Context: an optimization exercise on an open-source flow, tuned for small area. The choices shown serve that exercise and are no tape-out recipe. Only simulation tests tie the RTL to the original design; equivalence was not proved. No activity file was given, so power comes from the tool's default toggle rates.

[flow/config.mk]
export PLATFORM = sky130hd
export DESIGN_NAME = N64_CTRL
export DESIGN_NICKNAME = N64_CTRL
export VERILOG_FILES = /design/flow/design.v
export SDC_FILE = /design/flow/constraint.sdc
export NUM_CORES = 4
export LEC_CHECK = 0
export CAP_MARGIN = 20
export CORE_MARGIN = 2
export CORE_UTILIZATION = 40
export SLEW_MARGIN = 20
[flow/constraint.sdc]
create_clock -name core_clock -period 8.0 [get_ports {PCLK}]
set_input_delay 1.6000 -clock core_clock [delete_from_list [all_inputs] [get_ports {PCLK}]]
set_output_delay 1.6000 -clock core_clock [all_outputs]
set_load 0.01 [all_outputs]
[flow/design.v]
module apb_switch(
input PCLK,
input PRESERN,
input PSEL,
input PENABLE,
output PREADY,
output PSLVERR,
input PWRITE,
input [31:0] PADDR,
input wire [31:0] PWDATA,
output reg [31:0] PRDATA,
output EN
);
assign PSLVERR = 0;
assign PREADY = 1;
wire write_enable = (PENABLE & PWRITE & PSEL & (PADDR[15:0] == 16'h1000));
reg EN_REG;
assign EN = EN_REG;
always @(posedge PCLK) begin
    if(~PRESERN) begin
        EN_REG <= 0;
    end
    else begin
        PRDATA[31:1]    <= 0;
        PRDATA[0]       <= EN_REG;
        if(write_enable) begin
            EN_REG      <= PWDATA[0];
        end
    end
end
endmodule
module N64_TO_UART(EN, PCLK, PRESETN, FIFO_FULL, FIFO_EMPTY, SIN, SOUT, FABINT, N64_IN, N64_OUT, N64_OE, DEBUG);
input            EN, PCLK, PRESETN, FIFO_FULL, FIFO_EMPTY, SIN;
input            N64_IN;
output           N64_OUT;
output           N64_OE;
output reg       SOUT;
output reg       FABINT;
output wire[4:0] DEBUG;
reg[33:0]       CMD_REG;
reg             CMD_REG_SHIFT;
reg[31:0]       GP_CNT_REG;
reg             GP_CNT_RESET;
reg[2:0]        PREV_STATE_REG;
reg[2:0]        STATE_REG;
reg[2:0]        NEXT_STATE;
reg[1:0] FIFO_FULL_SYNC_REG;
always @(posedge PCLK) begin
    FIFO_FULL_SYNC_REG <= {FIFO_FULL_SYNC_REG[0], FIFO_FULL};
    FABINT <= 1'b0;
    if(FIFO_FULL_SYNC_REG == 2'b01) begin
        FABINT <= 1'b1;
    end
end
assign DEBUG[0] = N64_INOUT;
assign DEBUG[1] = CMD_REG[0];
assign DEBUG[4:2] = STATE_REG;
reg               N64_WIRE;
reg               N64_DRIVE;
assign N64_OUT = N64_WIRE;
assign N64_OE = N64_DRIVE;
wire N64_INOUT = N64_DRIVE ? N64_WIRE : N64_IN;
wire BIT_SENT = (GP_CNT_REG == 32'd96);
wire CMD_SENT =  BIT_SENT & (CMD_REG == {1'b1, 32'hD1111111, 1'b0});
wire STALL_COMPLETE = (STATE_REG == 3'b011);
wire RESPONSE_TIMEOUT = (GP_CNT_REG > 32'd24000000); 
wire STATE_CHANGE = (STATE_REG != PREV_STATE_REG);
always @(posedge PCLK) begin
    if(~PRESETN) begin
        PREV_STATE_REG <= 3'b100;
        STATE_REG <= 3'b100;
        GP_CNT_REG <= 0;
        CMD_REG <= {1'b0, 32'hE8888888, 1'b1};
    end
    else begin
        STATE_REG <= NEXT_STATE;
        PREV_STATE_REG <= STATE_REG;
        if(CMD_REG_SHIFT) begin
            CMD_REG <= {CMD_REG[0], CMD_REG[33:1]};
        end
        if(STATE_CHANGE | GP_CNT_RESET) begin
            GP_CNT_REG <= 0;
        end
        else begin
            GP_CNT_REG <= GP_CNT_REG + 1;
        end
    end
end
always @(*) begin
    SOUT = 1'b1;
    N64_WIRE = CMD_REG[0];
    N64_DRIVE = 1'b0;
    NEXT_STATE = STATE_REG;
    GP_CNT_RESET = STATE_CHANGE;
    CMD_REG_SHIFT = 1'b0;
    if(~EN) begin
        NEXT_STATE = 3'b100;
    end
    else begin
        case(STATE_REG)
            3'b000 : begin
                N64_DRIVE = 1'b1;
                if(CMD_SENT) begin
                    NEXT_STATE = 3'b001;
                end
                if(BIT_SENT) begin
                    GP_CNT_RESET = 1'b1;
                    CMD_REG_SHIFT = 1'b1;
                end
            end
            3'b001 : begin
                SOUT = N64_IN;  
                if(RESPONSE_TIMEOUT) begin
                    NEXT_STATE = 3'b000;
                end
                if(FIFO_FULL) begin
                    NEXT_STATE = 3'b010;
                end
            end
            3'b010 : begin
                if(FIFO_EMPTY) begin
                    NEXT_STATE = 3'b011;
                end
            end
            3'b011 : begin
               if(STALL_COMPLETE) begin
                   NEXT_STATE = 3'b000;
               end
           end
            3'b100 : begin
                if(EN) begin
                    NEXT_STATE = 3'b000;
                end
            end
        endcase
    end
end
endmodule
module N64_CTRL(
input         PCLK,
input         PRESERN,
input         PSEL,
input         PENABLE,
input         PWRITE,
input  [31:0] PADDR,
input  [31:0] PWDATA,
output [31:0] PRDATA,
output        PREADY,
output        PSLVERR,
input         FIFO_FULL,
input         FIFO_EMPTY,
input         SIN,
input         N64_IN,
output        N64_OUT,
output        N64_OE,
output        SOUT,
output        FABINT,
output [4:0]  DEBUG
);
wire EN;
apb_switch apb_switch_0(
    .PCLK    (PCLK),
    .PRESERN (PRESERN),
    .PSEL    (PSEL),
    .PENABLE (PENABLE),
    .PREADY  (PREADY),
    .PSLVERR (PSLVERR),
    .PWRITE  (PWRITE),
    .PADDR   (PADDR),
    .PWDATA  (PWDATA),
    .PRDATA  (PRDATA),
    .EN      (EN)
);
N64_TO_UART N64_TO_UART_0(
    .EN         (EN),
    .PCLK       (PCLK),
    .PRESETN    (PRESERN),
    .FIFO_FULL  (FIFO_FULL),
    .FIFO_EMPTY (FIFO_EMPTY),
    .SIN        (SIN),
    .SOUT       (SOUT),
    .FABINT     (FABINT),
    .N64_IN     (N64_IN),
    .N64_OUT    (N64_OUT),
    .N64_OE     (N64_OE),
    .DEBUG      (DEBUG)
);
endmodule
[flow/run.sh]
#!/bin/bash
# synth_recipe.tcl (not shown) runs the flow's synth.tcl, then flattens the netlist and writes it again
# the make line also repeats each setting of config.mk as NAME=value (left out here)
make -C /OpenROAD-flow-scripts/flow DESIGN_CONFIG=/design/flow/config.mk WORK_HOME=/design/flow/orfs CLKGATE_MAP_FILE= SYNTH_SCRIPT=/design/flow/synth_recipe.tcl finish
==> summary.txt <==
[critical path: stages]
cell and delay [ns]:
clkdlybuf4s50_1 0.48, or4b_2 0.68, clkdlybuf4s50_1 0.51
[cell families (layout without fill, tap and decap cells)]
group / after synthesis / in the layout / share of synthesized area (%)
AO/OA/AOI/OAI: 40 / 40 / 9.33
XOR/XNOR: 33 / 33 / 7.83
adder cells (fa/ha/maj): 2 / 2 / 0.678
buffers and inverters: 59 / 58 / 10.4
flip-flops: 77 / 77 / 42.0
multiplexers: 2 / 2 / 0.576
other: 2 / 33 / 0.204
AND/OR/NAND/NOR: 219 / 219 / 29.0
[path summary, 6_finish.rpt]
kind	to	slack, ns	cells after the start
setup reg to reg	N64_TO_UART_0.GP_CNT_REG[21]	4.87	6
hold / removal	N64_TO_UART_0.FIFO_FULL_SYNC_REG[1]	0.35	0
setup / recovery	SOUT	3.12	3
hold reg to reg	N64_TO_UART_0.FIFO_FULL_SYNC_REG[1]	0.35	0
[final cells by class]
| cell class | count | area share (%) |
|---|---|---|
| flip-flops and latches | 77 | 37.0 |
| multi-input cells | 329 | 44.7 |
| inverters | 6 | 0.537 |
| clock buffers | 10 | 3.28 |
| clock inverters | 6 | 2.27 |
| well taps | 111 | 3.31 |
| repair buffers | 36 | 8.95 |
[per-layer routing]
metal,vias to the layer above,share of wire (%)
met4,0,1.9
met3,11,6.9
met2,92,45
met5,-,0
li1,1435,-
met1,1295,46
[state kept, by name, summed over array words and instances (netlist names)]
register and flops:
N64_TO_UART_0.CMD_REG 34, N64_TO_UART_0.GP_CNT_REG 32, N64_TO_UART_0.PREV_STATE_REG 3, N64_TO_UART_0.STATE_REG 3, N64_TO_UART_0.FIFO_FULL_SYNC_REG 2, N64_TO_UART_0.FABINT 1, apb_switch_0.EN_REG 1, apb_switch_0.PRDATA 1
[per-stage QoR]
| stage | util, % | cell area [um^2] | power [uW] |
|---|---|---|---|
| after floorplan | - | 3810 | 427 |
| after global placement | 43.2 | 3930 | 431 |
| after detailed placement | 43.5 | 3960 | 431 |
| after CTS | 46.0 | 4190 | 766 |
| after global routing | 46.1 | 4200 | 786 |
| final | 46.1 | 4200 | 755 |
[power groups by stage]
stage | registers (uW) | clock network (uW) | logic [uW]
floorplan | 397 | 0 | 30.7
global placement | 397 | 0 | 34.3
detailed placement | 397 | 0 | 34.6
CTS | 388 | 343 | 34.6
global route | 388 | 360 | 38.2
finish | 388 | 333 | 34.6
[cells in the final DEF (no fill, tap or decap), types with 2 or more instances in the layout]
cell             count
xnor2_1             17
clkbuf_8            10
nand2_2              2
bufinv_16            2
or4_1                3
conb_1              33
and2_1               5
inv_1                6
a21oi_1              6
clkdlybuf4s50_1     34
or2_2                2
clkinv_4             3
a21boi_0             4
o21a_1               2
and4b_1              2
o21ai_0              5
nor4b_1              7
nand3_1             25
nand4_1              8
nor3_1               8
nand2_1             87
nor2b_1              4
nor4_1              10
xor2_1              16
ha_1                 2
dfxtp_1             76
and3_1               8
a21boi_2            19
nor2_1              40
==> out/qor.txt <==
Routability cong. = 0.816
Ys Warns = 2
DP Wirelength = 4870 um
Fill count = 910
Largest area contributor in the netlist = dfxtp_1
Int Power = 590 uW
Final Skew = 0.0116 ns
CTS Buffer Depth = 2
DIE AREA = 0.0100 mm^2
Hold Slack = 0.346 ns
Die Wd = 100 um
WP data required = 6.40 ns
Hold Fails Final Rpt = 0
Largest net degree at the start of global routing = 42
Beginning of the worst hold path = N64_TO_UART_0.FIFO_FULL_SYNC_REG[0]
Distinct cells, synth = 44
Post-cts resize count = 0
Final wirelength = 6980 um
Worst-Margin Slew = 0.808 ns
Reg clk slew, reported paths = 0.07 ns
P per Cell Area = 180 mW/mm^2
Sequential cell area fraction in the yosys report = 42.0%
H-Tree Depth = 3
Top FF cell, synth = dfxtp_1
FMAX = 205 MHz
Ys async rst share = 0%
Share of cells above drive strength 1 = 9.70%
Met1 Use GR = 19.3%
All-Layer GR Usage = 15.1%
PortBufs = 34
Sw Share = 21.9%
Cell Count, Final, Fillers Out = 575
Post-route minimum period = 4.88 ns
Post-CTS Setup Inserts = 0
Placed insts = 559
Leak pwr = 0.00153 uW
Cell Area, Synth = 0.00369 mm^2
Sequential power share = 51.3%
Kind of critical path = in2out
Clock share of power = 44.1%
Vias/cell = 4.93
Hold Crit Class = reg2reg
Switching power total = 166 uW
Final nets = 534
Worst Setup End Kind = output port
Multi-input logic area = 0.00187 mm^2
Worst Setup SP = N64_IN
Worst vdd ir = 0.0000618 V
DR WL/cell = 12.1 um
Clk root buf = clkbuf_8
Starting DRC count in detailed routing = 90
Synth Instances = 434
Setup-failing EPs final = 0
Final Max Slew Viols = 0
RSZ-0062 raised after global routing = no
Initial Util = 40.5%
Num CTS Buffers = 9
CP max FO = 2
Worst Path Arrival = 3.28 ns
Max-cap violation count = 0
Met3 Usage GRT = 4.32%
Initial antenna violation count = 0
Cts hold-fix bufs = 0
Count leader, synth = nand2_1
Final Worst Setup Slack = 3.12 ns
Max-slew headroom = 45.6%
First-pass GRT wire length = 12100 um
Detailed-route DRC error count = 0
Commonest cells post-synth = nand2_1 (88), dfxtp_1 (76), nor2_1 (40)
Vert. Die Dim = 100 um
Share of the synthesized area in the top cell type = 41.2%
ANT cells = 0
Setup_tns = 0 ns
Comb power frac = 4.6%
Period utilization = 61.0%
EDFF count, synth = 1
Outcome = no timing/DRC/antenna violations
Register area = 0.00155 mm^2
Mapped Avg Cell Area = 8.50 um^2
Reg2Reg Launch Point = N64_TO_UART_0.GP_CNT_REG[24]
CP Launch Type = primary input
Detailed Routing Iterations Pass 1 = 4
GRT overflow = 0
Via count = 2833
Area Growth Syn to Fin = 13.7%
Met2 Track Usage GR = 23.6%
Antenna viol nets, final = 0
Core Rows = 35
Synth Register Bits = 77
Core ar. = 0.00911 mm^2
Vias in the first global route = 2656
Synth top area cells = dfxtp_1 (41%), nand2_1 (9.0%), buf_4 (7.3%), a21boi_2 (5.8%), nor2_1 (4.1%)
IO Count = 116
Top Usage Layer GRT = met2
CTS tree = built
Clock Sinks = 77
DP Worst Slack = 3.12 ns
Clock Latency Late Sink = 0.35 ns

==> afterwards: timing with drivers on the ports <==
The results above use ideal ports. As a check the final layout listed here was re-extracted and re-timed, cells and wires unchanged. Step 1, drivers: a clkbuf_16 drives PCLK and a buf_2 each remaining input, both assumed. Step 2, shift: input delay + t, output delay - t, t = (earliest + latest rising clock arrival at the registers) / 2. This alone moves slack from input paths to output paths. Slacks: ideal / step 1 / step 2; pairs: ideal / step 1.
shift t [ns]: 0.378
setup WS [ns]: 3.121 / 3.101 / 3.101
worst setup path after step 2: input to output
After both steps setup and hold are still met in this run. For this run, drivers alone change the setup slack by -0.020 ns; drivers and shift together by -0.020 ns.
